This design comes from an exercise in tuning for small area, a short achievable clock period and few clock cycles per item on the open sky130 flow, not from production work.
In this exercise RTL edits were held to simulation tests only and were not proved equivalent to the original.
Power is estimated from default activity; no workload was simulated.

==> flow/design.v (outline; a module is shown in full before it is edited, if it fits) <==
// module fully_connected_core: 844 lines
// module fc_fa: 4 lines
// module data_mover_bram: 240 lines
module data_mover_bram
#(
	parameter CNT_BIT = 31,
	parameter DWIDTH = 32,
	parameter AWIDTH = 12,
	parameter MEM_SIZE = 3481,
	parameter IN_DATA_WITDH = 32  
)
(
    input 				clk,
    input 				reset_n,
	input 				i_run,
	input  [CNT_BIT-1:0]	i_num_cnt,
	output   			o_idle,
	output   			o_read,
	output   			o_write,
	output  			o_done,
	output[AWIDTH-1:0] 	addr_b0,
	output 				ce_b0,
	output 				we_b0,
	input [DWIDTH-1:0]  q_b0,
	output[DWIDTH-1:0] 	d_b0,
	output[AWIDTH-1:0] 	addr_b1,
	output 				ce_b1,
	output 				we_b1,
	input [DWIDTH-1:0]  q_b1,
	output[DWIDTH-1:0] 	d_b1,
	output[AWIDTH-1:0] 	addr_b2,
	output 				ce_b2,
	output 				we_b2,
	input [DWIDTH-1:0]  q_b2,
	output[DWIDTH-1:0] 	d_b2,
	output[AWIDTH-1:0] 	addr_b3,
	output 				ce_b3,
	output 				we_b3,
	input [DWIDTH-1:0]  q_b3,
	output[DWIDTH-1:0] 	d_b3,
	output[AWIDTH-1:0] 	addr_b4,
	output 				ce_b4,
	output 				we_b4,
	input [DWIDTH-1:0]  q_b4,
	output[DWIDTH-1:0] 	d_b4,
	output[AWIDTH-1:0] 	addr_b5,
	output 				ce_b5,
	output 				we_b5,
	input [DWIDTH-1:0]  q_b5,
	output[DWIDTH-1:0] 	d_b5,
	output[AWIDTH-1:0] 	addr_b6,
	output 				ce_b6,
	output 				we_b6,
	input [DWIDTH-1:0]  q_b6,
	output[DWIDTH-1:0] 	d_b6,
	output[AWIDTH-1:0] 	addr_b7,
	output 				ce_b7,
	output 				we_b7,
	input [DWIDTH-1:0]  q_b7,
	output[DWIDTH-1:0] 	d_b7,
	output[AWIDTH-1:0] 	addr_b8,
	output 				ce_b8,
	output 				we_b8,
	input [DWIDTH-1:0]  q_b8,
	output[DWIDTH-1:0] 	d_b8,
	output[AWIDTH-1:0] 	addr_b9,
	output 				ce_b9,
	output 				we_b9,
	input [DWIDTH-1:0]  q_b9,
	output[DWIDTH-1:0] 	d_b9,
	output[AWIDTH-1:0] 	addr_b10,
	output 				ce_b10,
	output 				we_b10,
	input [DWIDTH-1:0]  q_b10,
	output[DWIDTH-1:0] 	d_b10,
	output[AWIDTH-1:0] 	addr_b11,
	output 				ce_b11,
	output 				we_b11,
	input [DWIDTH-1:0]  q_b11,
	output[DWIDTH-1:0] 	d_b11,
	output[AWIDTH-1:0] 	addr_b12,
	output 				ce_b12,
	output 				we_b12,
	input [DWIDTH-1:0]  q_b12,
	output[DWIDTH-1:0] 	d_b12,
	output[AWIDTH-1:0] 	addr_b13,
	output 				ce_b13,
	output 				we_b13,
	input [DWIDTH-1:0]  q_b13,
	output[DWIDTH-1:0] 	d_b13,
	output[AWIDTH-1:0] 	addr_b14,
	output 				ce_b14,
	output 				we_b14,
	input [DWIDTH-1:0]  q_b14,
	output[DWIDTH-1:0] 	d_b14,
	output[AWIDTH-1:0] 	addr_b15,
	output 				ce_b15,
	output 				we_b15,
	input [DWIDTH-1:0]  q_b15,
	output[DWIDTH-1:0] 	d_b15,
	output[AWIDTH-1:0] 	addr_b16,
	output 				ce_b16,
	output 				we_b16,
	input [DWIDTH-1:0]  q_b16,
	output[DWIDTH-1:0] 	d_b16,
	output[DWIDTH-1:0]  result_0,
	output[DWIDTH-1:0]  result_1,
	output[DWIDTH-1:0]  result_2,
	output[DWIDTH-1:0]  result_3,
	output[DWIDTH-1:0]  result_4,
	output[DWIDTH-1:0]  result_5,
	output[DWIDTH-1:0]  result_6,
	output[DWIDTH-1:0]  result_7,
	output[DWIDTH-1:0]  result_8,
	output[DWIDTH-1:0]  result_9,
	output[DWIDTH-1:0]  result_10,
	output[DWIDTH-1:0]  result_11,
	output[DWIDTH-1:0]  result_12,
	output[DWIDTH-1:0]  result_13,
	output[DWIDTH-1:0]  result_14,
	output[DWIDTH-1:0]  result_15
    );
  // ...
==> flow/run.sh <==
#!/bin/bash
# synth_recipe.tcl (not shown) runs the flow's synth.tcl, then flattens the netlist and writes it again
# the make line also repeats each setting of config.mk as NAME=value (left out here)
make -C /OpenROAD-flow-scripts/flow DESIGN_CONFIG=/design/flow/config.mk WORK_HOME=/design/flow/orfs CLKGATE_MAP_FILE= SYNTH_SCRIPT=/design/flow/synth_recipe.tcl finish
==> flow/config.mk <==
export PLATFORM = sky130hd
export DESIGN_NAME = data_mover_bram
export DESIGN_NICKNAME = data_mover_bram
export VERILOG_FILES = /design/flow/design.v
export SDC_FILE = /design/flow/constraint.sdc
export NUM_CORES = 8
export LEC_CHECK = 0
export CAP_MARGIN = 20
export CORE_MARGIN = 2
export CORE_UTILIZATION = 40
export SETUP_SLACK_MARGIN = 5
export SLEW_MARGIN = 20
export SYNTH_HIERARCHICAL = 1
==> flow/constraint.sdc <==
create_clock -name core_clock -period 10.0 [get_ports {clk}]
set_input_delay 2.0000 -clock core_clock [delete_from_list [all_inputs] [get_ports {clk}]]
set_output_delay 2.0000 -clock core_clock [all_outputs]
set_load 0.01 [all_outputs]
==> metrics.md, run 1 <==
| Metric | Value |
|---|---|
| Status | `failed layout checks` |
| SO Viols | `antenna rules` |
| TritonRoute pass-1 iters | `11` |
| Adder-Cell Fraction of Synth Area | `22.2%` |
| Setup WS post-layout | `4970 ps` |
| DRC Markers | `0` |
| Detail Placement HPWL | `747000 um` |
| Clock Latency Late Sink | `1130 ps` |
| Global-route wire length before repair | `1520000 um` |
| WHS Endpoint | `lst[2]` |
| Max Slew Vio Count | `0` |
| Most frequent cells in the layout | `xnor2_1, dfxtp_1, a221oi_1` |
| XOR/XNOR Fraction of Synth Area | `13.4%` |
| Share of the cycle needed by the critical path after routing | `50.3%` |
| CTS Buffer Depth | `4` |
| Met3 routed WL | `119000 um` |
| Sequential cell area | `0.0765 mm2` |
| Post-DRT Antenna Nets | `5` |
| CP max FO | `28` |
| CP Depth | `10` |
| Largest net degree at the start of global routing | `34` |
| Internal power | `74800 uW` |
| Worst EP required | `10860 ps` |
| Average vias per placed instance | `6.24` |
| Hold slack | `346 ps` |
| EDFF count, synth | `0` |
| WL met2 | `463000 um` |
| Largest family of logic cells by synthesized area | `compound AO/OA/AOI/OAI gates` |
| Reg clk slew, reported paths | `60 ps` |
| # IOs | `1876` |
| Seq area share | `25.4%` |
| Maxcap violations | `0` |
| Initial core utilization | `40.1%` |
| Total chip power | `139000 uW` |
| Sequential fraction of the synthesis area | `28.6%` |
| CP Buf/Inv Count | `3` |
| Commonest non-fill, non-tap cell in the layout | `xnor2_1` |
| GRT met3 Usage | `9.76%` |
| Synth unique cells | `92` |
| CLK BUF | `581` |
| I/O Buffers | `1295` |
| Clock skew | `172 ps` |
| Pwr top | `combinational logic` |
Testbench counts, summed over its fixed seeds: cycles 51,028, items 50,068.
==> module data_mover_bram, before the edit <==
module data_mover_bram
#(
	parameter CNT_BIT = 31,
	parameter DWIDTH = 32,
	parameter AWIDTH = 12,
	parameter MEM_SIZE = 3481,
	parameter IN_DATA_WITDH = 32  
)
(
    input 				clk,
    input 				reset_n,
	input 				i_run,
	input  [CNT_BIT-1:0]	i_num_cnt,
	output   			o_idle,
	output   			o_read,
	output   			o_write,
	output  			o_done,
	output[AWIDTH-1:0] 	addr_b0,
	output 				ce_b0,
	output 				we_b0,
	input [DWIDTH-1:0]  q_b0,
	output[DWIDTH-1:0] 	d_b0,
	output[AWIDTH-1:0] 	addr_b1,
	output 				ce_b1,
	output 				we_b1,
	input [DWIDTH-1:0]  q_b1,
	output[DWIDTH-1:0] 	d_b1,
	output[AWIDTH-1:0] 	addr_b2,
	output 				ce_b2,
	output 				we_b2,
	input [DWIDTH-1:0]  q_b2,
	output[DWIDTH-1:0] 	d_b2,
	output[AWIDTH-1:0] 	addr_b3,
	output 				ce_b3,
	output 				we_b3,
	input [DWIDTH-1:0]  q_b3,
	output[DWIDTH-1:0] 	d_b3,
	output[AWIDTH-1:0] 	addr_b4,
	output 				ce_b4,
	output 				we_b4,
	input [DWIDTH-1:0]  q_b4,
	output[DWIDTH-1:0] 	d_b4,
	output[AWIDTH-1:0] 	addr_b5,
	output 				ce_b5,
	output 				we_b5,
	input [DWIDTH-1:0]  q_b5,
	output[DWIDTH-1:0] 	d_b5,
	output[AWIDTH-1:0] 	addr_b6,
	output 				ce_b6,
	output 				we_b6,
	input [DWIDTH-1:0]  q_b6,
	output[DWIDTH-1:0] 	d_b6,
	output[AWIDTH-1:0] 	addr_b7,
	output 				ce_b7,
	output 				we_b7,
	input [DWIDTH-1:0]  q_b7,
	output[DWIDTH-1:0] 	d_b7,
	output[AWIDTH-1:0] 	addr_b8,
	output 				ce_b8,
	output 				we_b8,
	input [DWIDTH-1:0]  q_b8,
	output[DWIDTH-1:0] 	d_b8,
	output[AWIDTH-1:0] 	addr_b9,
	output 				ce_b9,
	output 				we_b9,
	input [DWIDTH-1:0]  q_b9,
	output[DWIDTH-1:0] 	d_b9,
	output[AWIDTH-1:0] 	addr_b10,
	output 				ce_b10,
	output 				we_b10,
	input [DWIDTH-1:0]  q_b10,
	output[DWIDTH-1:0] 	d_b10,
	output[AWIDTH-1:0] 	addr_b11,
	output 				ce_b11,
	output 				we_b11,
	input [DWIDTH-1:0]  q_b11,
	output[DWIDTH-1:0] 	d_b11,
	output[AWIDTH-1:0] 	addr_b12,
	output 				ce_b12,
	output 				we_b12,
	input [DWIDTH-1:0]  q_b12,
	output[DWIDTH-1:0] 	d_b12,
	output[AWIDTH-1:0] 	addr_b13,
	output 				ce_b13,
	output 				we_b13,
	input [DWIDTH-1:0]  q_b13,
	output[DWIDTH-1:0] 	d_b13,
	output[AWIDTH-1:0] 	addr_b14,
	output 				ce_b14,
	output 				we_b14,
	input [DWIDTH-1:0]  q_b14,
	output[DWIDTH-1:0] 	d_b14,
	output[AWIDTH-1:0] 	addr_b15,
	output 				ce_b15,
	output 				we_b15,
	input [DWIDTH-1:0]  q_b15,
	output[DWIDTH-1:0] 	d_b15,
	output[AWIDTH-1:0] 	addr_b16,
	output 				ce_b16,
	output 				we_b16,
	input [DWIDTH-1:0]  q_b16,
	output[DWIDTH-1:0] 	d_b16,
	output[DWIDTH-1:0]  result_0,
	output[DWIDTH-1:0]  result_1,
	output[DWIDTH-1:0]  result_2,
	output[DWIDTH-1:0]  result_3,
	output[DWIDTH-1:0]  result_4,
	output[DWIDTH-1:0]  result_5,
	output[DWIDTH-1:0]  result_6,
	output[DWIDTH-1:0]  result_7,
	output[DWIDTH-1:0]  result_8,
	output[DWIDTH-1:0]  result_9,
	output[DWIDTH-1:0]  result_10,
	output[DWIDTH-1:0]  result_11,
	output[DWIDTH-1:0]  result_12,
	output[DWIDTH-1:0]  result_13,
	output[DWIDTH-1:0]  result_14,
	output[DWIDTH-1:0]  result_15
    );
reg         st_idle, st_write, st_done;
reg         rd;                  
reg  [11:0] addr;                
wire        start = st_idle & i_run;
wire        last  = rd & (addr == 12'd0);
wire [11:0] addr_dec = (start ? i_num_cnt[11:0] : addr) - 12'd1;
reg  [3:1] lst;               
reg  [3:1] fst;               
always @(posedge clk or negedge reset_n) begin
    if (!reset_n) begin
        st_idle  <= 1'b1;
        st_write <= 1'b0;
        st_done  <= 1'b0;
        rd       <= 1'b0;
        lst      <= {3{1'b0}};
        fst      <= {3{1'b0}};
    end else begin
        st_idle  <= st_done | (st_idle & ~i_run);
        st_write <= start | (st_write & ~lst[3]);
        st_done  <= lst[3];
        rd       <= start | (rd & ~last);
        lst      <= {lst[2:1], last};
        fst      <= {fst[2:1], start};
    end
end
always @(posedge clk) addr <= addr_dec;
assign o_idle  = st_idle;
assign o_write = st_write;
assign o_done  = st_done;
assign o_read  = rd;
reg         vld;                 
always @(posedge clk or negedge reset_n) begin
    if (!reset_n) vld <= 1'b0;
    else          vld <= rd;
end
wire [31:0] n = q_b0 & {32{vld}};    
wire [31:0] m1 = n;
wire [31:0] m3 = n + {n[30:0], 1'b0};
assign addr_b0 = addr; assign ce_b0 = rd; assign we_b0 = 1'b0; assign d_b0 = 32'd0;
assign we_b1 = 1'b0; assign d_b1 = 32'd0;
assign we_b2 = 1'b0; assign d_b2 = 32'd0;
assign we_b3 = 1'b0; assign d_b3 = 32'd0;
assign we_b4 = 1'b0; assign d_b4 = 32'd0;
assign we_b5 = 1'b0; assign d_b5 = 32'd0;
assign we_b6 = 1'b0; assign d_b6 = 32'd0;
assign we_b7 = 1'b0; assign d_b7 = 32'd0;
assign we_b8 = 1'b0; assign d_b8 = 32'd0;
assign we_b9 = 1'b0; assign d_b9 = 32'd0;
assign we_b10 = 1'b0; assign d_b10 = 32'd0;
assign we_b11 = 1'b0; assign d_b11 = 32'd0;
assign we_b12 = 1'b0; assign d_b12 = 32'd0;
assign we_b13 = 1'b0; assign d_b13 = 32'd0;
assign we_b14 = 1'b0; assign d_b14 = 32'd0;
assign we_b15 = 1'b0; assign d_b15 = 32'd0;
assign we_b16 = 1'b0; assign d_b16 = 32'd0;
wire rd_nxt = start | (rd & ~last);
fully_connected_core u_lane_0 (
    .clk(clk), .i_clr_pre(fst[2]), .i_rd_nxt(rd_nxt), .i_addr_nxt(addr_dec), .o_ce(ce_b1), .o_addr(addr_b1),
    .i_n1(m1), .i_n3(m3),
    .i_wegt(q_b1), .o_result(result_0));
fully_connected_core u_lane_1 (
    .clk(clk), .i_clr_pre(fst[2]), .i_rd_nxt(rd_nxt), .i_addr_nxt(addr_dec), .o_ce(ce_b2), .o_addr(addr_b2),
    .i_n1(m1), .i_n3(m3),
    .i_wegt(q_b2), .o_result(result_1));
fully_connected_core u_lane_2 (
    .clk(clk), .i_clr_pre(fst[2]), .i_rd_nxt(rd_nxt), .i_addr_nxt(addr_dec), .o_ce(ce_b3), .o_addr(addr_b3),
    .i_n1(m1), .i_n3(m3),
    .i_wegt(q_b3), .o_result(result_2));
fully_connected_core u_lane_3 (
    .clk(clk), .i_clr_pre(fst[2]), .i_rd_nxt(rd_nxt), .i_addr_nxt(addr_dec), .o_ce(ce_b4), .o_addr(addr_b4),
    .i_n1(m1), .i_n3(m3),
    .i_wegt(q_b4), .o_result(result_3));
fully_connected_core u_lane_4 (
    .clk(clk), .i_clr_pre(fst[2]), .i_rd_nxt(rd_nxt), .i_addr_nxt(addr_dec), .o_ce(ce_b5), .o_addr(addr_b5),
    .i_n1(m1), .i_n3(m3),
    .i_wegt(q_b5), .o_result(result_4));
fully_connected_core u_lane_5 (
    .clk(clk), .i_clr_pre(fst[2]), .i_rd_nxt(rd_nxt), .i_addr_nxt(addr_dec), .o_ce(ce_b6), .o_addr(addr_b6),
    .i_n1(m1), .i_n3(m3),
    .i_wegt(q_b6), .o_result(result_5));
fully_connected_core u_lane_6 (
    .clk(clk), .i_clr_pre(fst[2]), .i_rd_nxt(rd_nxt), .i_addr_nxt(addr_dec), .o_ce(ce_b7), .o_addr(addr_b7),
    .i_n1(m1), .i_n3(m3),
    .i_wegt(q_b7), .o_result(result_6));
fully_connected_core u_lane_7 (
    .clk(clk), .i_clr_pre(fst[2]), .i_rd_nxt(rd_nxt), .i_addr_nxt(addr_dec), .o_ce(ce_b8), .o_addr(addr_b8),
    .i_n1(m1), .i_n3(m3),
    .i_wegt(q_b8), .o_result(result_7));
fully_connected_core u_lane_8 (
    .clk(clk), .i_clr_pre(fst[2]), .i_rd_nxt(rd_nxt), .i_addr_nxt(addr_dec), .o_ce(ce_b9), .o_addr(addr_b9),
    .i_n1(m1), .i_n3(m3),
    .i_wegt(q_b9), .o_result(result_8));
fully_connected_core u_lane_9 (
    .clk(clk), .i_clr_pre(fst[2]), .i_rd_nxt(rd_nxt), .i_addr_nxt(addr_dec), .o_ce(ce_b10), .o_addr(addr_b10),
    .i_n1(m1), .i_n3(m3),
    .i_wegt(q_b10), .o_result(result_9));
fully_connected_core u_lane_10 (
    .clk(clk), .i_clr_pre(fst[2]), .i_rd_nxt(rd_nxt), .i_addr_nxt(addr_dec), .o_ce(ce_b11), .o_addr(addr_b11),
    .i_n1(m1), .i_n3(m3),
    .i_wegt(q_b11), .o_result(result_10));
fully_connected_core u_lane_11 (
    .clk(clk), .i_clr_pre(fst[2]), .i_rd_nxt(rd_nxt), .i_addr_nxt(addr_dec), .o_ce(ce_b12), .o_addr(addr_b12),
    .i_n1(m1), .i_n3(m3),
    .i_wegt(q_b12), .o_result(result_11));
fully_connected_core u_lane_12 (
    .clk(clk), .i_clr_pre(fst[2]), .i_rd_nxt(rd_nxt), .i_addr_nxt(addr_dec), .o_ce(ce_b13), .o_addr(addr_b13),
    .i_n1(m1), .i_n3(m3),
    .i_wegt(q_b13), .o_result(result_12));
fully_connected_core u_lane_13 (
    .clk(clk), .i_clr_pre(fst[2]), .i_rd_nxt(rd_nxt), .i_addr_nxt(addr_dec), .o_ce(ce_b14), .o_addr(addr_b14),
    .i_n1(m1), .i_n3(m3),
    .i_wegt(q_b14), .o_result(result_13));
fully_connected_core u_lane_14 (
    .clk(clk), .i_clr_pre(fst[2]), .i_rd_nxt(rd_nxt), .i_addr_nxt(addr_dec), .o_ce(ce_b15), .o_addr(addr_b15),
    .i_n1(m1), .i_n3(m3),
    .i_wegt(q_b15), .o_result(result_14));
fully_connected_core u_lane_15 (
    .clk(clk), .i_clr_pre(fst[2]), .i_rd_nxt(rd_nxt), .i_addr_nxt(addr_dec), .o_ce(ce_b16), .o_addr(addr_b16),
    .i_n1(m1), .i_n3(m3),
    .i_wegt(q_b16), .o_result(result_15));
endmodule
==> run 2, diff against run 1 <==
--- a/flow/design.v
+++ b/flow/design.v
@@ -9,4 +9,5 @@
     input      [31:0] i_n1,        
     input      [31:0] i_n3,        
+    input             i_vld,       
     input      [31:0] i_wegt,      
     output     [31:0] o_result
@@ -20,59 +21,59 @@
 reg [54:0] e_r;
 wire [54:0] e_d;
-assign e_d[0] = (i_wegt[0] & ~i_wegt[1] & ~i_wegt[2]) | (i_wegt[0] & i_wegt[1] & i_wegt[2]);
-assign e_d[1] = (~i_wegt[0] & i_wegt[1] & ~i_wegt[2]) | (~i_wegt[0] & i_wegt[1] & i_wegt[2]);
-assign e_d[2] = (i_wegt[0] & i_wegt[1] & ~i_wegt[2]) | (i_wegt[0] & ~i_wegt[1] & i_wegt[2]);
-assign e_d[3] = (~i_wegt[0] & ~i_wegt[1] & i_wegt[2]);
-assign e_d[4] = i_wegt[2];
-assign e_d[5] = (i_wegt[2] & ~i_wegt[3] & ~i_wegt[4] & ~i_wegt[5]) | (~i_wegt[2] & i_wegt[3] & ~i_wegt[4] & ~i_wegt[5]) | (i_wegt[2] & ~i_wegt[3] & i_wegt[4] & i_wegt[5]) | (~i_wegt[2] & i_wegt[3] & i_wegt[4] & i_wegt[5]);
-assign e_d[6] = (i_wegt[2] & i_wegt[3] & ~i_wegt[4] & ~i_wegt[5]) | (~i_wegt[2] & ~i_wegt[3] & i_wegt[4] & ~i_wegt[5]) | (i_wegt[2] & i_wegt[3] & ~i_wegt[4] & i_wegt[5]) | (~i_wegt[2] & ~i_wegt[3] & i_wegt[4] & i_wegt[5]);
-assign e_d[7] = (i_wegt[2] & ~i_wegt[3] & i_wegt[4] & ~i_wegt[5]) | (~i_wegt[2] & i_wegt[3] & i_wegt[4] & ~i_wegt[5]) | (i_wegt[2] & ~i_wegt[3] & ~i_wegt[4] & i_wegt[5]) | (~i_wegt[2] & i_wegt[3] & ~i_wegt[4] & i_wegt[5]);
-assign e_d[8] = (i_wegt[2] & i_wegt[3] & i_wegt[4] & ~i_wegt[5]) | (~i_wegt[2] & ~i_wegt[3] & ~i_wegt[4] & i_wegt[5]);
-assign e_d[9] = i_wegt[5];
-assign e_d[10] = (i_wegt[5] & ~i_wegt[6] & ~i_wegt[7] & ~i_wegt[8]) | (~i_wegt[5] & i_wegt[6] & ~i_wegt[7] & ~i_wegt[8]) | (i_wegt[5] & ~i_wegt[6] & i_wegt[7] & i_wegt[8]) | (~i_wegt[5] & i_wegt[6] & i_wegt[7] & i_wegt[8]);
-assign e_d[11] = (i_wegt[5] & i_wegt[6] & ~i_wegt[7] & ~i_wegt[8]) | (~i_wegt[5] & ~i_wegt[6] & i_wegt[7] & ~i_wegt[8]) | (i_wegt[5] & i_wegt[6] & ~i_wegt[7] & i_wegt[8]) | (~i_wegt[5] & ~i_wegt[6] & i_wegt[7] & i_wegt[8]);
-assign e_d[12] = (i_wegt[5] & ~i_wegt[6] & i_wegt[7] & ~i_wegt[8]) | (~i_wegt[5] & i_wegt[6] & i_wegt[7] & ~i_wegt[8]) | (i_wegt[5] & ~i_wegt[6] & ~i_wegt[7] & i_wegt[8]) | (~i_wegt[5] & i_wegt[6] & ~i_wegt[7] & i_wegt[8]);
-assign e_d[13] = (i_wegt[5] & i_wegt[6] & i_wegt[7] & ~i_wegt[8]) | (~i_wegt[5] & ~i_wegt[6] & ~i_wegt[7] & i_wegt[8]);
-assign e_d[14] = i_wegt[8];
-assign e_d[15] = (i_wegt[8] & ~i_wegt[9] & ~i_wegt[10] & ~i_wegt[11]) | (~i_wegt[8] & i_wegt[9] & ~i_wegt[10] & ~i_wegt[11]) | (i_wegt[8] & ~i_wegt[9] & i_wegt[10] & i_wegt[11]) | (~i_wegt[8] & i_wegt[9] & i_wegt[10] & i_wegt[11]);
-assign e_d[16] = (i_wegt[8] & i_wegt[9] & ~i_wegt[10] & ~i_wegt[11]) | (~i_wegt[8] & ~i_wegt[9] & i_wegt[10] & ~i_wegt[11]) | (i_wegt[8] & i_wegt[9] & ~i_wegt[10] & i_wegt[11]) | (~i_wegt[8] & ~i_wegt[9] & i_wegt[10] & i_wegt[11]);
-assign e_d[17] = (i_wegt[8] & ~i_wegt[9] & i_wegt[10] & ~i_wegt[11]) | (~i_wegt[8] & i_wegt[9] & i_wegt[10] & ~i_wegt[11]) | (i_wegt[8] & ~i_wegt[9] & ~i_wegt[10] & i_wegt[11]) | (~i_wegt[8] & i_wegt[9] & ~i_wegt[10] & i_wegt[11]);
-assign e_d[18] = (i_wegt[8] & i_wegt[9] & i_wegt[10] & ~i_wegt[11]) | (~i_wegt[8] & ~i_wegt[9] & ~i_wegt[10] & i_wegt[11]);
-assign e_d[19] = i_wegt[11];
-assign e_d[20] = (i_wegt[11] & ~i_wegt[12] & ~i_wegt[13] & ~i_wegt[14]) | (~i_wegt[11] & i_wegt[12] & ~i_wegt[13] & ~i_wegt[14]) | (i_wegt[11] & ~i_wegt[12] & i_wegt[13] & i_wegt[14]) | (~i_wegt[11] & i_wegt[12] & i_wegt[13] & i_wegt[14]);
-assign e_d[21] = (i_wegt[11] & i_wegt[12] & ~i_wegt[13] & ~i_wegt[14]) | (~i_wegt[11] & ~i_wegt[12] & i_wegt[13] & ~i_wegt[14]) | (i_wegt[11] & i_wegt[12] & ~i_wegt[13] & i_wegt[14]) | (~i_wegt[11] & ~i_wegt[12] & i_wegt[13] & i_wegt[14]);
-assign e_d[22] = (i_wegt[11] & ~i_wegt[12] & i_wegt[13] & ~i_wegt[14]) | (~i_wegt[11] & i_wegt[12] & i_wegt[13] & ~i_wegt[14]) | (i_wegt[11] & ~i_wegt[12] & ~i_wegt[13] & i_wegt[14]) | (~i_wegt[11] & i_wegt[12] & ~i_wegt[13] & i_wegt[14]);
-assign e_d[23] = (i_wegt[11] & i_wegt[12] & i_wegt[13] & ~i_wegt[14]) | (~i_wegt[11] & ~i_wegt[12] & ~i_wegt[13] & i_wegt[14]);
-assign e_d[24] = i_wegt[14];
-assign e_d[25] = (i_wegt[14] & ~i_wegt[15] & ~i_wegt[16] & ~i_wegt[17]) | (~i_wegt[14] & i_wegt[15] & ~i_wegt[16] & ~i_wegt[17]) | (i_wegt[14] & ~i_wegt[15] & i_wegt[16] & i_wegt[17]) | (~i_wegt[14] & i_wegt[15] & i_wegt[16] & i_wegt[17]);
-assign e_d[26] = (i_wegt[14] & i_wegt[15] & ~i_wegt[16] & ~i_wegt[17]) | (~i_wegt[14] & ~i_wegt[15] & i_wegt[16] & ~i_wegt[17]) | (i_wegt[14] & i_wegt[15] & ~i_wegt[16] & i_wegt[17]) | (~i_wegt[14] & ~i_wegt[15] & i_wegt[16] & i_wegt[17]);
-assign e_d[27] = (i_wegt[14] & ~i_wegt[15] & i_wegt[16] & ~i_wegt[17]) | (~i_wegt[14] & i_wegt[15] & i_wegt[16] & ~i_wegt[17]) | (i_wegt[14] & ~i_wegt[15] & ~i_wegt[16] & i_wegt[17]) | (~i_wegt[14] & i_wegt[15] & ~i_wegt[16] & i_wegt[17]);
-assign e_d[28] = (i_wegt[14] & i_wegt[15] & i_wegt[16] & ~i_wegt[17]) | (~i_wegt[14] & ~i_wegt[15] & ~i_wegt[16] & i_wegt[17]);
-assign e_d[29] = i_wegt[17];
-assign e_d[30] = (i_wegt[17] & ~i_wegt[18] & ~i_wegt[19] & ~i_wegt[20]) | (~i_wegt[17] & i_wegt[18] & ~i_wegt[19] & ~i_wegt[20]) | (i_wegt[17] & ~i_wegt[18] & i_wegt[19] & i_wegt[20]) | (~i_wegt[17] & i_wegt[18] & i_wegt[19] & i_wegt[20]);
-assign e_d[31] = (i_wegt[17] & i_wegt[18] & ~i_wegt[19] & ~i_wegt[20]) | (~i_wegt[17] & ~i_wegt[18] & i_wegt[19] & ~i_wegt[20]) | (i_wegt[17] & i_wegt[18] & ~i_wegt[19] & i_wegt[20]) | (~i_wegt[17] & ~i_wegt[18] & i_wegt[19] & i_wegt[20]);
-assign e_d[32] = (i_wegt[17] & ~i_wegt[18] & i_wegt[19] & ~i_wegt[20]) | (~i_wegt[17] & i_wegt[18] & i_wegt[19] & ~i_wegt[20]) | (i_wegt[17] & ~i_wegt[18] & ~i_wegt[19] & i_wegt[20]) | (~i_wegt[17] & i_wegt[18] & ~i_wegt[19] & i_wegt[20]);
-assign e_d[33] = (i_wegt[17] & i_wegt[18] & i_wegt[19] & ~i_wegt[20]) | (~i_wegt[17] & ~i_wegt[18] & ~i_wegt[19] & i_wegt[20]);
-assign e_d[34] = i_wegt[20];
-assign e_d[35] = (i_wegt[20] & ~i_wegt[21] & ~i_wegt[22] & ~i_wegt[23]) | (~i_wegt[20] & i_wegt[21] & ~i_wegt[22] & ~i_wegt[23]) | (i_wegt[20] & ~i_wegt[21] & i_wegt[22] & i_wegt[23]) | (~i_wegt[20] & i_wegt[21] & i_wegt[22] & i_wegt[23]);
-assign e_d[36] = (i_wegt[20] & i_wegt[21] & ~i_wegt[22] & ~i_wegt[23]) | (~i_wegt[20] & ~i_wegt[21] & i_wegt[22] & ~i_wegt[23]) | (i_wegt[20] & i_wegt[21] & ~i_wegt[22] & i_wegt[23]) | (~i_wegt[20] & ~i_wegt[21] & i_wegt[22] & i_wegt[23]);
-assign e_d[37] = (i_wegt[20] & ~i_wegt[21] & i_wegt[22] & ~i_wegt[23]) | (~i_wegt[20] & i_wegt[21] & i_wegt[22] & ~i_wegt[23]) | (i_wegt[20] & ~i_wegt[21] & ~i_wegt[22] & i_wegt[23]) | (~i_wegt[20] & i_wegt[21] & ~i_wegt[22] & i_wegt[23]);
-assign e_d[38] = (i_wegt[20] & i_wegt[21] & i_wegt[22] & ~i_wegt[23]) | (~i_wegt[20] & ~i_wegt[21] & ~i_wegt[22] & i_wegt[23]);
-assign e_d[39] = i_wegt[23];
-assign e_d[40] = (i_wegt[23] & ~i_wegt[24] & ~i_wegt[25] & ~i_wegt[26]) | (~i_wegt[23] & i_wegt[24] & ~i_wegt[25] & ~i_wegt[26]) | (i_wegt[23] & ~i_wegt[24] & i_wegt[25] & i_wegt[26]) | (~i_wegt[23] & i_wegt[24] & i_wegt[25] & i_wegt[26]);
-assign e_d[41] = (i_wegt[23] & i_wegt[24] & ~i_wegt[25] & ~i_wegt[26]) | (~i_wegt[23] & ~i_wegt[24] & i_wegt[25] & ~i_wegt[26]) | (i_wegt[23] & i_wegt[24] & ~i_wegt[25] & i_wegt[26]) | (~i_wegt[23] & ~i_wegt[24] & i_wegt[25] & i_wegt[26]);
-assign e_d[42] = (i_wegt[23] & ~i_wegt[24] & i_wegt[25] & ~i_wegt[26]) | (~i_wegt[23] & i_wegt[24] & i_wegt[25] & ~i_wegt[26]) | (i_wegt[23] & ~i_wegt[24] & ~i_wegt[25] & i_wegt[26]) | (~i_wegt[23] & i_wegt[24] & ~i_wegt[25] & i_wegt[26]);
-assign e_d[43] = (i_wegt[23] & i_wegt[24] & i_wegt[25] & ~i_wegt[26]) | (~i_wegt[23] & ~i_wegt[24] & ~i_wegt[25] & i_wegt[26]);
-assign e_d[44] = i_wegt[26];
-assign e_d[45] = (i_wegt[26] & ~i_wegt[27] & ~i_wegt[28] & ~i_wegt[29]) | (~i_wegt[26] & i_wegt[27] & ~i_wegt[28] & ~i_wegt[29]) | (i_wegt[26] & ~i_wegt[27] & i_wegt[28] & i_wegt[29]) | (~i_wegt[26] & i_wegt[27] & i_wegt[28] & i_wegt[29]);
-assign e_d[46] = (i_wegt[26] & i_wegt[27] & ~i_wegt[28] & ~i_wegt[29]) | (~i_wegt[26] & ~i_wegt[27] & i_wegt[28] & ~i_wegt[29]) | (i_wegt[26] & i_wegt[27] & ~i_wegt[28] & i_wegt[29]) | (~i_wegt[26] & ~i_wegt[27] & i_wegt[28] & i_wegt[29]);
-assign e_d[47] = (i_wegt[26] & ~i_wegt[27] & i_wegt[28] & ~i_wegt[29]) | (~i_wegt[26] & i_wegt[27] & i_wegt[28] & ~i_wegt[29]) | (i_wegt[26] & ~i_wegt[27] & ~i_wegt[28] & i_wegt[29]) | (~i_wegt[26] & i_wegt[27] & ~i_wegt[28] & i_wegt[29]);
-assign e_d[48] = (i_wegt[26] & i_wegt[27] & i_wegt[28] & ~i_wegt[29]) | (~i_wegt[26] & ~i_wegt[27] & ~i_wegt[28] & i_wegt[29]);
-assign e_d[49] = i_wegt[29];
-assign e_d[50] = (i_wegt[29] & ~i_wegt[30] & ~i_wegt[31] & ~i_wegt[31]) | (~i_wegt[29] & i_wegt[30] & ~i_wegt[31] & ~i_wegt[31]) | (i_wegt[29] & ~i_wegt[30] & i_wegt[31] & i_wegt[31]) | (~i_wegt[29] & i_wegt[30] & i_wegt[31] & i_wegt[31]);
-assign e_d[51] = (i_wegt[29] & i_wegt[30] & ~i_wegt[31] & ~i_wegt[31]) | (~i_wegt[29] & ~i_wegt[30] & i_wegt[31] & ~i_wegt[31]) | (i_wegt[29] & i_wegt[30] & ~i_wegt[31] & i_wegt[31]) | (~i_wegt[29] & ~i_wegt[30] & i_wegt[31] & i_wegt[31]);
-assign e_d[52] = (i_wegt[29] & ~i_wegt[30] & i_wegt[31] & ~i_wegt[31]) | (~i_wegt[29] & i_wegt[30] & i_wegt[31] & ~i_wegt[31]) | (i_wegt[29] & ~i_wegt[30] & ~i_wegt[31] & i_wegt[31]) | (~i_wegt[29] & i_wegt[30] & ~i_wegt[31] & i_wegt[31]);
-assign e_d[53] = (i_wegt[29] & i_wegt[30] & i_wegt[31] & ~i_wegt[31]) | (~i_wegt[29] & ~i_wegt[30] & ~i_wegt[31] & i_wegt[31]);
-assign e_d[54] = i_wegt[31];
+assign e_d[0] = ((i_wegt[0] & ~i_wegt[1] & ~i_wegt[2]) | (i_wegt[0] & i_wegt[1] & i_wegt[2])) & i_vld;
+assign e_d[1] = ((~i_wegt[0] & i_wegt[1] & ~i_wegt[2]) | (~i_wegt[0] & i_wegt[1] & i_wegt[2])) & i_vld;
+assign e_d[2] = ((i_wegt[0] & i_wegt[1] & ~i_wegt[2]) | (i_wegt[0] & ~i_wegt[1] & i_wegt[2])) & i_vld;
+assign e_d[3] = ((~i_wegt[0] & ~i_wegt[1] & i_wegt[2])) & i_vld;
+assign e_d[4] = (i_wegt[2]) & i_vld;
+assign e_d[5] = ((i_wegt[2] & ~i_wegt[3] & ~i_wegt[4] & ~i_wegt[5]) | (~i_wegt[2] & i_wegt[3] & ~i_wegt[4] & ~i_wegt[5]) | (i_wegt[2] & ~i_wegt[3] & i_wegt[4] & i_wegt[5]) | (~i_wegt[2] & i_wegt[3] & i_wegt[4] & i_wegt[5])) & i_vld;
+assign e_d[6] = ((i_wegt[2] & i_wegt[3] & ~i_wegt[4] & ~i_wegt[5]) | (~i_wegt[2] & ~i_wegt[3] & i_wegt[4] & ~i_wegt[5]) | (i_wegt[2] & i_wegt[3] & ~i_wegt[4] & i_wegt[5]) | (~i_wegt[2] & ~i_wegt[3] & i_wegt[4] & i_wegt[5])) & i_vld;
+assign e_d[7] = ((i_wegt[2] & ~i_wegt[3] & i_wegt[4] & ~i_wegt[5]) | (~i_wegt[2] & i_wegt[3] & i_wegt[4] & ~i_wegt[5]) | (i_wegt[2] & ~i_wegt[3] & ~i_wegt[4] & i_wegt[5]) | (~i_wegt[2] & i_wegt[3] & ~i_wegt[4] & i_wegt[5])) & i_vld;
+assign e_d[8] = ((i_wegt[2] & i_wegt[3] & i_wegt[4] & ~i_wegt[5]) | (~i_wegt[2] & ~i_wegt[3] & ~i_wegt[4] & i_wegt[5])) & i_vld;
+assign e_d[9] = (i_wegt[5]) & i_vld;
+assign e_d[10] = ((i_wegt[5] & ~i_wegt[6] & ~i_wegt[7] & ~i_wegt[8]) | (~i_wegt[5] & i_wegt[6] & ~i_wegt[7] & ~i_wegt[8]) | (i_wegt[5] & ~i_wegt[6] & i_wegt[7] & i_wegt[8]) | (~i_wegt[5] & i_wegt[6] & i_wegt[7] & i_wegt[8])) & i_vld;
+assign e_d[11] = ((i_wegt[5] & i_wegt[6] & ~i_wegt[7] & ~i_wegt[8]) | (~i_wegt[5] & ~i_wegt[6] & i_wegt[7] & ~i_wegt[8]) | (i_wegt[5] & i_wegt[6] & ~i_wegt[7] & i_wegt[8]) | (~i_wegt[5] & ~i_wegt[6] & i_wegt[7] & i_wegt[8])) & i_vld;
+assign e_d[12] = ((i_wegt[5] & ~i_wegt[6] & i_wegt[7] & ~i_wegt[8]) | (~i_wegt[5] & i_wegt[6] & i_wegt[7] & ~i_wegt[8]) | (i_wegt[5] & ~i_wegt[6] & ~i_wegt[7] & i_wegt[8]) | (~i_wegt[5] & i_wegt[6] & ~i_wegt[7] & i_wegt[8])) & i_vld;
+assign e_d[13] = ((i_wegt[5] & i_wegt[6] & i_wegt[7] & ~i_wegt[8]) | (~i_wegt[5] & ~i_wegt[6] & ~i_wegt[7] & i_wegt[8])) & i_vld;
+assign e_d[14] = (i_wegt[8]) & i_vld;
+assign e_d[15] = ((i_wegt[8] & ~i_wegt[9] & ~i_wegt[10] & ~i_wegt[11]) | (~i_wegt[8] & i_wegt[9] & ~i_wegt[10] & ~i_wegt[11]) | (i_wegt[8] & ~i_wegt[9] & i_wegt[10] & i_wegt[11]) | (~i_wegt[8] & i_wegt[9] & i_wegt[10] & i_wegt[11])) & i_vld;
+assign e_d[16] = ((i_wegt[8] & i_wegt[9] & ~i_wegt[10] & ~i_wegt[11]) | (~i_wegt[8] & ~i_wegt[9] & i_wegt[10] & ~i_wegt[11]) | (i_wegt[8] & i_wegt[9] & ~i_wegt[10] & i_wegt[11]) | (~i_wegt[8] & ~i_wegt[9] & i_wegt[10] & i_wegt[11])) & i_vld;
+assign e_d[17] = ((i_wegt[8] & ~i_wegt[9] & i_wegt[10] & ~i_wegt[11]) | (~i_wegt[8] & i_wegt[9] & i_wegt[10] & ~i_wegt[11]) | (i_wegt[8] & ~i_wegt[9] & ~i_wegt[10] & i_wegt[11]) | (~i_wegt[8] & i_wegt[9] & ~i_wegt[10] & i_wegt[11])) & i_vld;
+assign e_d[18] = ((i_wegt[8] & i_wegt[9] & i_wegt[10] & ~i_wegt[11]) | (~i_wegt[8] & ~i_wegt[9] & ~i_wegt[10] & i_wegt[11])) & i_vld;
+assign e_d[19] = (i_wegt[11]) & i_vld;
+assign e_d[20] = ((i_wegt[11] & ~i_wegt[12] & ~i_wegt[13] & ~i_wegt[14]) | (~i_wegt[11] & i_wegt[12] & ~i_wegt[13] & ~i_wegt[14]) | (i_wegt[11] & ~i_wegt[12] & i_wegt[13] & i_wegt[14]) | (~i_wegt[11] & i_wegt[12] & i_wegt[13] & i_wegt[14])) & i_vld;
+assign e_d[21] = ((i_wegt[11] & i_wegt[12] & ~i_wegt[13] & ~i_wegt[14]) | (~i_wegt[11] & ~i_wegt[12] & i_wegt[13] & ~i_wegt[14]) | (i_wegt[11] & i_wegt[12] & ~i_wegt[13] & i_wegt[14]) | (~i_wegt[11] & ~i_wegt[12] & i_wegt[13] & i_wegt[14])) & i_vld;
+assign e_d[22] = ((i_wegt[11] & ~i_wegt[12] & i_wegt[13] & ~i_wegt[14]) | (~i_wegt[11] & i_wegt[12] & i_wegt[13] & ~i_wegt[14]) | (i_wegt[11] & ~i_wegt[12] & ~i_wegt[13] & i_wegt[14]) | (~i_wegt[11] & i_wegt[12] & ~i_wegt[13] & i_wegt[14])) & i_vld;
+assign e_d[23] = ((i_wegt[11] & i_wegt[12] & i_wegt[13] & ~i_wegt[14]) | (~i_wegt[11] & ~i_wegt[12] & ~i_wegt[13] & i_wegt[14])) & i_vld;
+assign e_d[24] = (i_wegt[14]) & i_vld;
+assign e_d[25] = ((i_wegt[14] & ~i_wegt[15] & ~i_wegt[16] & ~i_wegt[17]) | (~i_wegt[14] & i_wegt[15] & ~i_wegt[16] & ~i_wegt[17]) | (i_wegt[14] & ~i_wegt[15] & i_wegt[16] & i_wegt[17]) | (~i_wegt[14] & i_wegt[15] & i_wegt[16] & i_wegt[17])) & i_vld;
+assign e_d[26] = ((i_wegt[14] & i_wegt[15] & ~i_wegt[16] & ~i_wegt[17]) | (~i_wegt[14] & ~i_wegt[15] & i_wegt[16] & ~i_wegt[17]) | (i_wegt[14] & i_wegt[15] & ~i_wegt[16] & i_wegt[17]) | (~i_wegt[14] & ~i_wegt[15] & i_wegt[16] & i_wegt[17])) & i_vld;
+assign e_d[27] = ((i_wegt[14] & ~i_wegt[15] & i_wegt[16] & ~i_wegt[17]) | (~i_wegt[14] & i_wegt[15] & i_wegt[16] & ~i_wegt[17]) | (i_wegt[14] & ~i_wegt[15] & ~i_wegt[16] & i_wegt[17]) | (~i_wegt[14] & i_wegt[15] & ~i_wegt[16] & i_wegt[17])) & i_vld;
+assign e_d[28] = ((i_wegt[14] & i_wegt[15] & i_wegt[16] & ~i_wegt[17]) | (~i_wegt[14] & ~i_wegt[15] & ~i_wegt[16] & i_wegt[17])) & i_vld;
+assign e_d[29] = (i_wegt[17]) & i_vld;
+assign e_d[30] = ((i_wegt[17] & ~i_wegt[18] & ~i_wegt[19] & ~i_wegt[20]) | (~i_wegt[17] & i_wegt[18] & ~i_wegt[19] & ~i_wegt[20]) | (i_wegt[17] & ~i_wegt[18] & i_wegt[19] & i_wegt[20]) | (~i_wegt[17] & i_wegt[18] & i_wegt[19] & i_wegt[20])) & i_vld;
+assign e_d[31] = ((i_wegt[17] & i_wegt[18] & ~i_wegt[19] & ~i_wegt[20]) | (~i_wegt[17] & ~i_wegt[18] & i_wegt[19] & ~i_wegt[20]) | (i_wegt[17] & i_wegt[18] & ~i_wegt[19] & i_wegt[20]) | (~i_wegt[17] & ~i_wegt[18] & i_wegt[19] & i_wegt[20])) & i_vld;
+assign e_d[32] = ((i_wegt[17] & ~i_wegt[18] & i_wegt[19] & ~i_wegt[20]) | (~i_wegt[17] & i_wegt[18] & i_wegt[19] & ~i_wegt[20]) | (i_wegt[17] & ~i_wegt[18] & ~i_wegt[19] & i_wegt[20]) | (~i_wegt[17] & i_wegt[18] & ~i_wegt[19] & i_wegt[20])) & i_vld;
+assign e_d[33] = ((i_wegt[17] & i_wegt[18] & i_wegt[19] & ~i_wegt[20]) | (~i_wegt[17] & ~i_wegt[18] & ~i_wegt[19] & i_wegt[20])) & i_vld;
+assign e_d[34] = (i_wegt[20]) & i_vld;
+assign e_d[35] = ((i_wegt[20] & ~i_wegt[21] & ~i_wegt[22] & ~i_wegt[23]) | (~i_wegt[20] & i_wegt[21] & ~i_wegt[22] & ~i_wegt[23]) | (i_wegt[20] & ~i_wegt[21] & i_wegt[22] & i_wegt[23]) | (~i_wegt[20] & i_wegt[21] & i_wegt[22] & i_wegt[23])) & i_vld;
+assign e_d[36] = ((i_wegt[20] & i_wegt[21] & ~i_wegt[22] & ~i_wegt[23]) | (~i_wegt[20] & ~i_wegt[21] & i_wegt[22] & ~i_wegt[23]) | (i_wegt[20] & i_wegt[21] & ~i_wegt[22] & i_wegt[23]) | (~i_wegt[20] & ~i_wegt[21] & i_wegt[22] & i_wegt[23])) & i_vld;
+assign e_d[37] = ((i_wegt[20] & ~i_wegt[21] & i_wegt[22] & ~i_wegt[23]) | (~i_wegt[20] & i_wegt[21] & i_wegt[22] & ~i_wegt[23]) | (i_wegt[20] & ~i_wegt[21] & ~i_wegt[22] & i_wegt[23]) | (~i_wegt[20] & i_wegt[21] & ~i_wegt[22] & i_wegt[23])) & i_vld;
+assign e_d[38] = ((i_wegt[20] & i_wegt[21] & i_wegt[22] & ~i_wegt[23]) | (~i_wegt[20] & ~i_wegt[21] & ~i_wegt[22] & i_wegt[23])) & i_vld;
+assign e_d[39] = (i_wegt[23]) & i_vld;
+assign e_d[40] = ((i_wegt[23] & ~i_wegt[24] & ~i_wegt[25] & ~i_wegt[26]) | (~i_wegt[23] & i_wegt[24] & ~i_wegt[25] & ~i_wegt[26]) | (i_wegt[23] & ~i_wegt[24] & i_wegt[25] & i_wegt[26]) | (~i_wegt[23] & i_wegt[24] & i_wegt[25] & i_wegt[26])) & i_vld;
+assign e_d[41] = ((i_wegt[23] & i_wegt[24] & ~i_wegt[25] & ~i_wegt[26]) | (~i_wegt[23] & ~i_wegt[24] & i_wegt[25] & ~i_wegt[26]) | (i_wegt[23] & i_wegt[24] & ~i_wegt[25] & i_wegt[26]) | (~i_wegt[23] & ~i_wegt[24] & i_wegt[25] & i_wegt[26])) & i_vld;
+assign e_d[42] = ((i_wegt[23] & ~i_wegt[24] & i_wegt[25] & ~i_wegt[26]) | (~i_wegt[23] & i_wegt[24] & i_wegt[25] & ~i_wegt[26]) | (i_wegt[23] & ~i_wegt[24] & ~i_wegt[25] & i_wegt[26]) | (~i_wegt[23] & i_wegt[24] & ~i_wegt[25] & i_wegt[26])) & i_vld;
+assign e_d[43] = ((i_wegt[23] & i_wegt[24] & i_wegt[25] & ~i_wegt[26]) | (~i_wegt[23] & ~i_wegt[24] & ~i_wegt[25] & i_wegt[26])) & i_vld;
+assign e_d[44] = (i_wegt[26]) & i_vld;
+assign e_d[45] = ((i_wegt[26] & ~i_wegt[27] & ~i_wegt[28] & ~i_wegt[29]) | (~i_wegt[26] & i_wegt[27] & ~i_wegt[28] & ~i_wegt[29]) | (i_wegt[26] & ~i_wegt[27] & i_wegt[28] & i_wegt[29]) | (~i_wegt[26] & i_wegt[27] & i_wegt[28] & i_wegt[29])) & i_vld;
+assign e_d[46] = ((i_wegt[26] & i_wegt[27] & ~i_wegt[28] & ~i_wegt[29]) | (~i_wegt[26] & ~i_wegt[27] & i_wegt[28] & ~i_wegt[29]) | (i_wegt[26] & i_wegt[27] & ~i_wegt[28] & i_wegt[29]) | (~i_wegt[26] & ~i_wegt[27] & i_wegt[28] & i_wegt[29])) & i_vld;
+assign e_d[47] = ((i_wegt[26] & ~i_wegt[27] & i_wegt[28] & ~i_wegt[29]) | (~i_wegt[26] & i_wegt[27] & i_wegt[28] & ~i_wegt[29]) | (i_wegt[26] & ~i_wegt[27] & ~i_wegt[28] & i_wegt[29]) | (~i_wegt[26] & i_wegt[27] & ~i_wegt[28] & i_wegt[29])) & i_vld;
+assign e_d[48] = ((i_wegt[26] & i_wegt[27] & i_wegt[28] & ~i_wegt[29]) | (~i_wegt[26] & ~i_wegt[27] & ~i_wegt[28] & i_wegt[29])) & i_vld;
+assign e_d[49] = (i_wegt[29]) & i_vld;
+assign e_d[50] = ((i_wegt[29] & ~i_wegt[30] & ~i_wegt[31] & ~i_wegt[31]) | (~i_wegt[29] & i_wegt[30] & ~i_wegt[31] & ~i_wegt[31]) | (i_wegt[29] & ~i_wegt[30] & i_wegt[31] & i_wegt[31]) | (~i_wegt[29] & i_wegt[30] & i_wegt[31] & i_wegt[31])) & i_vld;
+assign e_d[51] = ((i_wegt[29] & i_wegt[30] & ~i_wegt[31] & ~i_wegt[31]) | (~i_wegt[29] & ~i_wegt[30] & i_wegt[31] & ~i_wegt[31]) | (i_wegt[29] & i_wegt[30] & ~i_wegt[31] & i_wegt[31]) | (~i_wegt[29] & ~i_wegt[30] & i_wegt[31] & i_wegt[31])) & i_vld;
+assign e_d[52] = ((i_wegt[29] & ~i_wegt[30] & i_wegt[31] & ~i_wegt[31]) | (~i_wegt[29] & i_wegt[30] & i_wegt[31] & ~i_wegt[31]) | (i_wegt[29] & ~i_wegt[30] & ~i_wegt[31] & i_wegt[31]) | (~i_wegt[29] & i_wegt[30] & ~i_wegt[31] & i_wegt[31])) & i_vld;
+assign e_d[53] = ((i_wegt[29] & i_wegt[30] & i_wegt[31] & ~i_wegt[31]) | (~i_wegt[29] & ~i_wegt[30] & ~i_wegt[31] & i_wegt[31])) & i_vld;
+assign e_d[54] = (i_wegt[31]) & i_vld;
 always @(posedge clk) e_r <= e_d;
 wire s0_1 = e_r[0];
@@ -841,5 +842,10 @@
 wire [31:0] acc_x = {a102, a92, a86, a85, a76, a75, a66, a65, a56, a50, a47, a42, a41, a36, a34, a32, a30, a28, a26, a24, a22, a20, a18, a16, a14, a12, a10, a8, acc_in[3], a5, a3, a1};
 wire [31:0] acc_y = {a98, a97, a91, a80, a79, a70, a69, a60, a59, a55, a49, a45, a38, a37, a35, a33, a31, a29, a27, a25, a23, a21, a19, a17, a15, a13, a11, a9, a7, acc_in[2], acc_in[1], acc_in[0]};
-always @(posedge clk) acc <= acc_x + acc_y;
+reg         acc_c;
+wire        acc_c_in = acc_c & ~i_clr;
+always @(posedge clk) begin
+    {acc_c, acc[15:0]} <= acc_x[15:0] + acc_y[15:0];
+    acc[31:16] <= acc_x[31:16] + acc_y[31:16] + acc_c_in;
+end
 assign o_result = acc;
 endmodule
@@ -974,6 +980,6 @@
 wire        last  = rd & (addr == 12'd0);
 wire [11:0] addr_dec = (start ? i_num_cnt[11:0] : addr) - 12'd1;
-reg  [3:1] lst;               
-reg  [3:1] fst;               
+reg  [5:1] lst;               
+reg  [4:1] fst;               
 always @(posedge clk or negedge reset_n) begin
     if (!reset_n) begin
@@ -982,13 +988,13 @@
         st_done  <= 1'b0;
         rd       <= 1'b0;
-        lst      <= {3{1'b0}};
-        fst      <= {3{1'b0}};
+        lst      <= {5{1'b0}};
+        fst      <= {4{1'b0}};
     end else begin
         st_idle  <= st_done | (st_idle & ~i_run);
-        st_write <= start | (st_write & ~lst[3]);
-        st_done  <= lst[3];
+        st_write <= start | (st_write & ~lst[5]);
+        st_done  <= lst[5];
         rd       <= start | (rd & ~last);
-        lst      <= {lst[2:1], last};
-        fst      <= {fst[2:1], start};
+        lst      <= {lst[4:1], last};
+        fst      <= {fst[3:1], start};
     end
 end
@@ -998,4 +1004,11 @@
 assign o_done  = st_done;
 assign o_read  = rd;
+reg         rd_w;
+reg  [11:0] addr_w;
+always @(posedge clk or negedge reset_n) begin
+    if (!reset_n) rd_w <= 1'b0;
+    else          rd_w <= rd;
+end
+always @(posedge clk) addr_w <= addr;
 reg         vld;                 
 always @(posedge clk or negedge reset_n) begin
@@ -1003,5 +1016,12 @@
     else          vld <= rd;
 end
-wire [31:0] n = q_b0 & {32{vld}};    
+reg  [31:0] n_r;
+always @(posedge clk) n_r <= q_b0;    
+wire [31:0] n = n_r;
+reg         vld_w;               
+always @(posedge clk or negedge reset_n) begin
+    if (!reset_n) vld_w <= 1'b0;
+    else          vld_w <= vld;
+end
 wire [31:0] m1 = n;
 wire [31:0] m3 = n + {n[30:0], 1'b0};
@@ -1023,67 +1043,82 @@
 assign we_b15 = 1'b0; assign d_b15 = 32'd0;
 assign we_b16 = 1'b0; assign d_b16 = 32'd0;
-wire rd_nxt = start | (rd & ~last);
 fully_connected_core u_lane_0 (
-    .clk(clk), .i_clr_pre(fst[2]), .i_rd_nxt(rd_nxt), .i_addr_nxt(addr_dec), .o_ce(ce_b1), .o_addr(addr_b1),
+    .clk(clk), .i_clr_pre(fst[3]), .i_rd_nxt(rd), .i_addr_nxt(addr), .o_ce(ce_b1), .o_addr(addr_b1),
+    .i_vld(vld_w),
     .i_n1(m1), .i_n3(m3),
     .i_wegt(q_b1), .o_result(result_0));
 fully_connected_core u_lane_1 (
-    .clk(clk), .i_clr_pre(fst[2]), .i_rd_nxt(rd_nxt), .i_addr_nxt(addr_dec), .o_ce(ce_b2), .o_addr(addr_b2),
+    .clk(clk), .i_clr_pre(fst[3]), .i_rd_nxt(rd), .i_addr_nxt(addr), .o_ce(ce_b2), .o_addr(addr_b2),
+    .i_vld(vld_w),
     .i_n1(m1), .i_n3(m3),
     .i_wegt(q_b2), .o_result(result_1));
 fully_connected_core u_lane_2 (
-    .clk(clk), .i_clr_pre(fst[2]), .i_rd_nxt(rd_nxt), .i_addr_nxt(addr_dec), .o_ce(ce_b3), .o_addr(addr_b3),
+    .clk(clk), .i_clr_pre(fst[3]), .i_rd_nxt(rd), .i_addr_nxt(addr), .o_ce(ce_b3), .o_addr(addr_b3),
+    .i_vld(vld_w),
     .i_n1(m1), .i_n3(m3),
     .i_wegt(q_b3), .o_result(result_2));
 fully_connected_core u_lane_3 (
-    .clk(clk), .i_clr_pre(fst[2]), .i_rd_nxt(rd_nxt), .i_addr_nxt(addr_dec), .o_ce(ce_b4), .o_addr(addr_b4),
+    .clk(clk), .i_clr_pre(fst[3]), .i_rd_nxt(rd), .i_addr_nxt(addr), .o_ce(ce_b4), .o_addr(addr_b4),
+    .i_vld(vld_w),
     .i_n1(m1), .i_n3(m3),
     .i_wegt(q_b4), .o_result(result_3));
 fully_connected_core u_lane_4 (
-    .clk(clk), .i_clr_pre(fst[2]), .i_rd_nxt(rd_nxt), .i_addr_nxt(addr_dec), .o_ce(ce_b5), .o_addr(addr_b5),
+    .clk(clk), .i_clr_pre(fst[3]), .i_rd_nxt(rd), .i_addr_nxt(addr), .o_ce(ce_b5), .o_addr(addr_b5),
+    .i_vld(vld_w),
     .i_n1(m1), .i_n3(m3),
     .i_wegt(q_b5), .o_result(result_4));
 fully_connected_core u_lane_5 (
-    .clk(clk), .i_clr_pre(fst[2]), .i_rd_nxt(rd_nxt), .i_addr_nxt(addr_dec), .o_ce(ce_b6), .o_addr(addr_b6),
+    .clk(clk), .i_clr_pre(fst[3]), .i_rd_nxt(rd), .i_addr_nxt(addr), .o_ce(ce_b6), .o_addr(addr_b6),
+    .i_vld(vld_w),
     .i_n1(m1), .i_n3(m3),
     .i_wegt(q_b6), .o_result(result_5));
 fully_connected_core u_lane_6 (
-    .clk(clk), .i_clr_pre(fst[2]), .i_rd_nxt(rd_nxt), .i_addr_nxt(addr_dec), .o_ce(ce_b7), .o_addr(addr_b7),
+    .clk(clk), .i_clr_pre(fst[3]), .i_rd_nxt(rd), .i_addr_nxt(addr), .o_ce(ce_b7), .o_addr(addr_b7),
+    .i_vld(vld_w),
     .i_n1(m1), .i_n3(m3),
     .i_wegt(q_b7), .o_result(result_6));
 fully_connected_core u_lane_7 (
-    .clk(clk), .i_clr_pre(fst[2]), .i_rd_nxt(rd_nxt), .i_addr_nxt(addr_dec), .o_ce(ce_b8), .o_addr(addr_b8),
+    .clk(clk), .i_clr_pre(fst[3]), .i_rd_nxt(rd), .i_addr_nxt(addr), .o_ce(ce_b8), .o_addr(addr_b8),
+    .i_vld(vld_w),
     .i_n1(m1), .i_n3(m3),
     .i_wegt(q_b8), .o_result(result_7));
 fully_connected_core u_lane_8 (
-    .clk(clk), .i_clr_pre(fst[2]), .i_rd_nxt(rd_nxt), .i_addr_nxt(addr_dec), .o_ce(ce_b9), .o_addr(addr_b9),
+    .clk(clk), .i_clr_pre(fst[3]), .i_rd_nxt(rd), .i_addr_nxt(addr), .o_ce(ce_b9), .o_addr(addr_b9),
+    .i_vld(vld_w),
     .i_n1(m1), .i_n3(m3),
     .i_wegt(q_b9), .o_result(result_8));
 fully_connected_core u_lane_9 (
-    .clk(clk), .i_clr_pre(fst[2]), .i_rd_nxt(rd_nxt), .i_addr_nxt(addr_dec), .o_ce(ce_b10), .o_addr(addr_b10),
+    .clk(clk), .i_clr_pre(fst[3]), .i_rd_nxt(rd), .i_addr_nxt(addr), .o_ce(ce_b10), .o_addr(addr_b10),
+    .i_vld(vld_w),
     .i_n1(m1), .i_n3(m3),
     .i_wegt(q_b10), .o_result(result_9));
 fully_connected_core u_lane_10 (
-    .clk(clk), .i_clr_pre(fst[2]), .i_rd_nxt(rd_nxt), .i_addr_nxt(addr_dec), .o_ce(ce_b11), .o_addr(addr_b11),
+    .clk(clk), .i_clr_pre(fst[3]), .i_rd_nxt(rd), .i_addr_nxt(addr), .o_ce(ce_b11), .o_addr(addr_b11),
+    .i_vld(vld_w),
     .i_n1(m1), .i_n3(m3),
     .i_wegt(q_b11), .o_result(result_10));
 fully_connected_core u_lane_11 (
-    .clk(clk), .i_clr_pre(fst[2]), .i_rd_nxt(rd_nxt), .i_addr_nxt(addr_dec), .o_ce(ce_b12), .o_addr(addr_b12),
+    .clk(clk), .i_clr_pre(fst[3]), .i_rd_nxt(rd), .i_addr_nxt(addr), .o_ce(ce_b12), .o_addr(addr_b12),
+    .i_vld(vld_w),
     .i_n1(m1), .i_n3(m3),
     .i_wegt(q_b12), .o_result(result_11));
 fully_connected_core u_lane_12 (
-    .clk(clk), .i_clr_pre(fst[2]), .i_rd_nxt(rd_nxt), .i_addr_nxt(addr_dec), .o_ce(ce_b13), .o_addr(addr_b13),
+    .clk(clk), .i_clr_pre(fst[3]), .i_rd_nxt(rd), .i_addr_nxt(addr), .o_ce(ce_b13), .o_addr(addr_b13),
+    .i_vld(vld_w),
     .i_n1(m1), .i_n3(m3),
     .i_wegt(q_b13), .o_result(result_12));
 fully_connected_core u_lane_13 (
-    .clk(clk), .i_clr_pre(fst[2]), .i_rd_nxt(rd_nxt), .i_addr_nxt(addr_dec), .o_ce(ce_b14), .o_addr(addr_b14),
+    .clk(clk), .i_clr_pre(fst[3]), .i_rd_nxt(rd), .i_addr_nxt(addr), .o_ce(ce_b14), .o_addr(addr_b14),
+    .i_vld(vld_w),
     .i_n1(m1), .i_n3(m3),
     .i_wegt(q_b14), .o_result(result_13));
 fully_connected_core u_lane_14 (
-    .clk(clk), .i_clr_pre(fst[2]), .i_rd_nxt(rd_nxt), .i_addr_nxt(addr_dec), .o_ce(ce_b15), .o_addr(addr_b15),
+    .clk(clk), .i_clr_pre(fst[3]), .i_rd_nxt(rd), .i_addr_nxt(addr), .o_ce(ce_b15), .o_addr(addr_b15),
+    .i_vld(vld_w),
     .i_n1(m1), .i_n3(m3),
     .i_wegt(q_b15), .o_result(result_14));
 fully_connected_core u_lane_15 (
-    .clk(clk), .i_clr_pre(fst[2]), .i_rd_nxt(rd_nxt), .i_addr_nxt(addr_dec), .o_ce(ce_b16), .o_addr(addr_b16),
+    .clk(clk), .i_clr_pre(fst[3]), .i_rd_nxt(rd), .i_addr_nxt(addr), .o_ce(ce_b16), .o_addr(addr_b16),
+    .i_vld(vld_w),
     .i_n1(m1), .i_n3(m3),
     .i_wegt(q_b16), .o_result(result_15));
==> flow/flow/run.sh (new file) <==
#!/bin/bash
set -euo pipefail
export BUFFER_PORTS_ARGS="-buffer_cell sky130_fd_sc_hd__buf_4"
export SETUP_SLACK_MARGIN=6.3
bash standard.sh finish > make.log 2>&1
==> flow/standard.sh (new file) <==
#!/bin/bash
# synth_recipe.tcl (not shown) runs the flow's synth.tcl, then flattens the netlist and writes it again
# the make line also repeats each setting of config.mk as NAME=value (left out here)
make -C /OpenROAD-flow-scripts/flow DESIGN_CONFIG=/design/flow/config.mk WORK_HOME=/design/flow/orfs CLKGATE_MAP_FILE= SYNTH_SCRIPT=/design/flow/synth_recipe.tcl "${@:-finish}"
--- a/flow/config.mk
+++ b/flow/config.mk
@@ -9,5 +9,6 @@
 export CORE_MARGIN = 2
 export CORE_UTILIZATION = 40
-export SETUP_SLACK_MARGIN = 5
+export CTS_CLUSTER_DIAMETER = 100
+export CTS_CLUSTER_SIZE = 30
 export SLEW_MARGIN = 20
 export SYNTH_HIERARCHICAL = 1
removed: flow/run.sh
==> run 2 against run 1 <==
Net effect: the layout still fails its checks (antenna rules); register-to-register slack better by 890 ps; combinational power is 18% lower; wire length is 4.0% lower; via count shrank 4.0%; maximum frequency is 34% higher; cell count is 3.4% lower; first-iteration DRC count down 13%; sequential power grew 4%; area after synthesis fell by 0.97%; clock-buffer cell count down 367; flip-flop and latch count rose by 52; setup slack better by 1300 ps; critical endpoint is now ce_b0; largest power group unchanged.
==> metrics.md, run 2 <==
| Metric | Value |
|---|---|
| Adder-Cell Fraction of Synth Area | `22.7% (was 22.2%)` |
| TritonCTS Buffers | `189 (was 437)` |
| XOR/XNOR Fraction of Synth Area | `13.6% (was 13.4%)` |
| Global-route wire length before repair | `1450000 um (was 1520000 um)` |
| Clock root cell | `clkbuf_16 (unchanged)` |
| Post-DRT Antenna Nets | `3 (was 5)` |
| Die Y | `817 um (was 821 um)` |
| Fraction of registers with async set or reset after synthesis | `0.362% (was 0.262%)` |
| Initial core utilization | `40.2% (was 40.1%)` |
| Post-synth top cells | `dfxtp_1, xnor2_1, a22o_1 (was xnor2_1, dfxtp_1, a221oi_1)` |
| Share of the cycle needed by the critical path after routing | `37.6% (was 50.3%)` |
| Peak VDD IR | `0.473 mV (was 0.434 mV)` |
| Placed inst area | `0.278 mm2 (was 0.284 mm2)` |
| Count leader, synth | `dfxtp_1 (was xnor2_1)` |
| Synthesis Warnings | `8 (unchanged)` |
| Net count, final | `28400 (was 28900)` |
| TritonRoute pass-1 iters | `10 (was 11)` |
| Status | `failed layout checks (unchanged)` |
| Share of the synthesized area in the top cell type | `29.1% (was 28.5%)` |
| Area growth from synthesis to layout | `9.70% (was 12.8%)` |
| CP arrival | `1760 ps (was 5890 ps)` |
| Commonest non-fill, non-tap cell in the layout | `xnor2_1 (unchanged)` |
| Max Slew Vio Count | `0 (unchanged)` |
| Maxcap violations | `0 (unchanged)` |
| EDFF count, synth | `0 (unchanged)` |
| Final setup viols | `0 (unchanged)` |
| Placed Cells | `32800 (was 33400)` |
| Synth unique cells | `74 (was 92)` |
| Reg clk slew, reported paths | `110 ps (was 60 ps)` |
| Synth Area in Compound Gates | `22.2% (was 23.5%)` |
| SO Viols | `antenna rules (unchanged)` |
| Width of the die | `817 um (was 821 um)` |
| Pwr Density | `400 mW/mm2 (was 463 mW/mm2)` |
| FILL cells | `62000 (was 62400)` |
| CTS tree | `done (unchanged)` |
| Largest net degree at the start of global routing | `175 (was 34)` |
| Area leader, netlist | `dfxtp_1 (unchanged)` |
| Critical path type | `flop to primary output (was primary input to flop)` |
| Most frequent cells in the layout | `xnor2_1, dfxtp_1, a22o_1 (was xnor2_1, dfxtp_1, a221oi_1)` |
| CTS Buffer Depth | `4 (unchanged)` |
| Critical path startpoint category | `flop (was primary input)` |
| Average vias per placed instance | `6.20 (was 6.24)` |
| I/O Buffers | `1295 (unchanged)` |
| CP max FO | `5 (was 28)` |
| Worst setup EP type | `primary output (was flop)` |
| Fraction of the mapped netlist area in simple logic gates | `6.17% (was 6.45%)` |
| Syn Inst Count | `24900 (was 25300)` |
| Drt total wl | `1020000 um (was 1070000 um)` |
| FMAX | `266 MHz (was 199 MHz)` |
| # IOs | `1876 (unchanged)` |
| Final GP Congestion | `0.947 (was 0.964)` |
| DRC Markers | `0 (unchanged)` |
| Unrepaired setup endpoints after global routing | `yes (was no)` |
| Clock skew | `140 ps (was 172 ps)` |
| All-Layer GR Usage | `29.1% (was 30.1%)` |
| Hold slack | `359 ps (was 346 ps)` |
| Syn Area/Cell | `10.6 um2 (about the same)` |
| Mux cell area share after synthesis | `0.103% (was 0.244%)` |
| Actual slew at the worst max-slew pin | `1090 ps (was 1340 ps)` |
| Worst Hold Class | `flop to flop (unchanged)` |
| Grt ovf | `0 (unchanged)` |
| Clock Latency Late Sink | `1070 ps (was 1130 ps)` |
| Initial antenna violation count | `304 (was 297)` |
| Largest family of logic cells by synthesized area | `adder cells (was compound AO/OA/AOI/OAI gates)` |
| Initial drt markers | `25300 (was 29100)` |
| Detail Placement HPWL | `721000 um (was 747000 um)` |
| Via count | `209000 (was 218000)` |
| Sequential fraction of the synthesis area | `29.3% (was 28.6%)` |
| Flop and latch count out of synthesis | `3866 (was 3814)` |
| Worst EP required | `8000 ps (was 10860 ps)` |
| Total chip power | `116000 uW (was 139000 uW)` |
-- run 2: worst max-delay path: stages, from the launching register on --
cell,delay [ps]
dfrtp_2,440
buf_12,150
buf_6,120
-- run 2: final timing paths --
kind | start | end | slack [ps] | cells past startpoint
setup / recovery | rd | ce_b0 | 6240 | 2
hold / removal | fst[0] | fst[1] | 360 | 0
setup reg to reg | u_lane_0.i_m3[10] | u_lane_0.r0_r[31] | 6290 | 12
hold reg to reg | fst[0] | fst[1] | 360 | 0
max in group asynchronous | reset_n | st_idle | 8960 | 1
min in group asynchronous | reset_n | vld | 790 | 1
-- run 2: modules after synthesis, one instance, submodules excluded --
module / cell area [um2] / flops+latches / cells inside
data_mover_bram: 7500 / 58 / 911
fc_fa: 20.0 / 0 / 1
fully_connected_core: 13200 / 238 / 1355
-- run 2: cell type report --
class,count,area (um2),share of cell area (%)
Timing Repair Buffer,2036,16700,5.76
Clock buffer,214,4970,1.71
Sequential cell,3866,78700,27.1
Clock inverter,107,1810,0.625
Tap cell,8700,10900,3.75
Inverter,222,833,0.287
Antenna cell,435,1090,0.375
Multi-Input combinational cell,18100,175000,60.4
-- run 2: per-layer routing --
metal	global-route usage (%)	vias to the layer above	part of all wire (%)
met5	0.0142	-	0.036
met4	18.3	58	6.4
met1	37.0	104000	39
met3	8.31	2639	11
li1	-	88800	-
met2	43.5	13100	44
-- run 2: logic make-up after synthesis --
family                   count (synthesis)
AO/OA/AOI/OAI                         6947
multiplexers                            27
flip-flops                            3866
adder cells (fa/ha/maj)               3376
other                                   17
buffers and inverters                 3498
AND/OR/NAND/NOR                       3062
XOR/XNOR                              4118
-- run 2: through the flow --
step | util (%) | setup slack [ps]
after floorplan | - | 6340
after global placement | 42.2 | 4580
after detailed placement | 42.2 | 5170
after CTS | 43.6 | 6130
after global routing | 44.0 | 6150
final | 44.1 | 6240
-- run 2: repair_timing --
item	4_1_cts	5_1_grt
setup endpoints to repair	537	169
resized for setup	691	515
setup buffers	58	23
gates cloned	5	1
pin swaps	18	87
-- run 2: power by group --
part           switching, uW  internal [uW]  total (uW)
clock network           6040           4150       10200
registers               4770          21600       26400
logic                  43100          36500       79500
total                  53900          62200      116000
Testbench counts of run 2, summed over its fixed seeds: cycles 51,412, items 50,068.

Setup slack of run 2, layout unchanged: 6.243 ns with ideal ports, 6.093 ns with driving cells assumed (clock clkbuf_16, inputs buf_2), 5.612 ns with port delays also shifted by the 1.151 ns mid clock arrival.
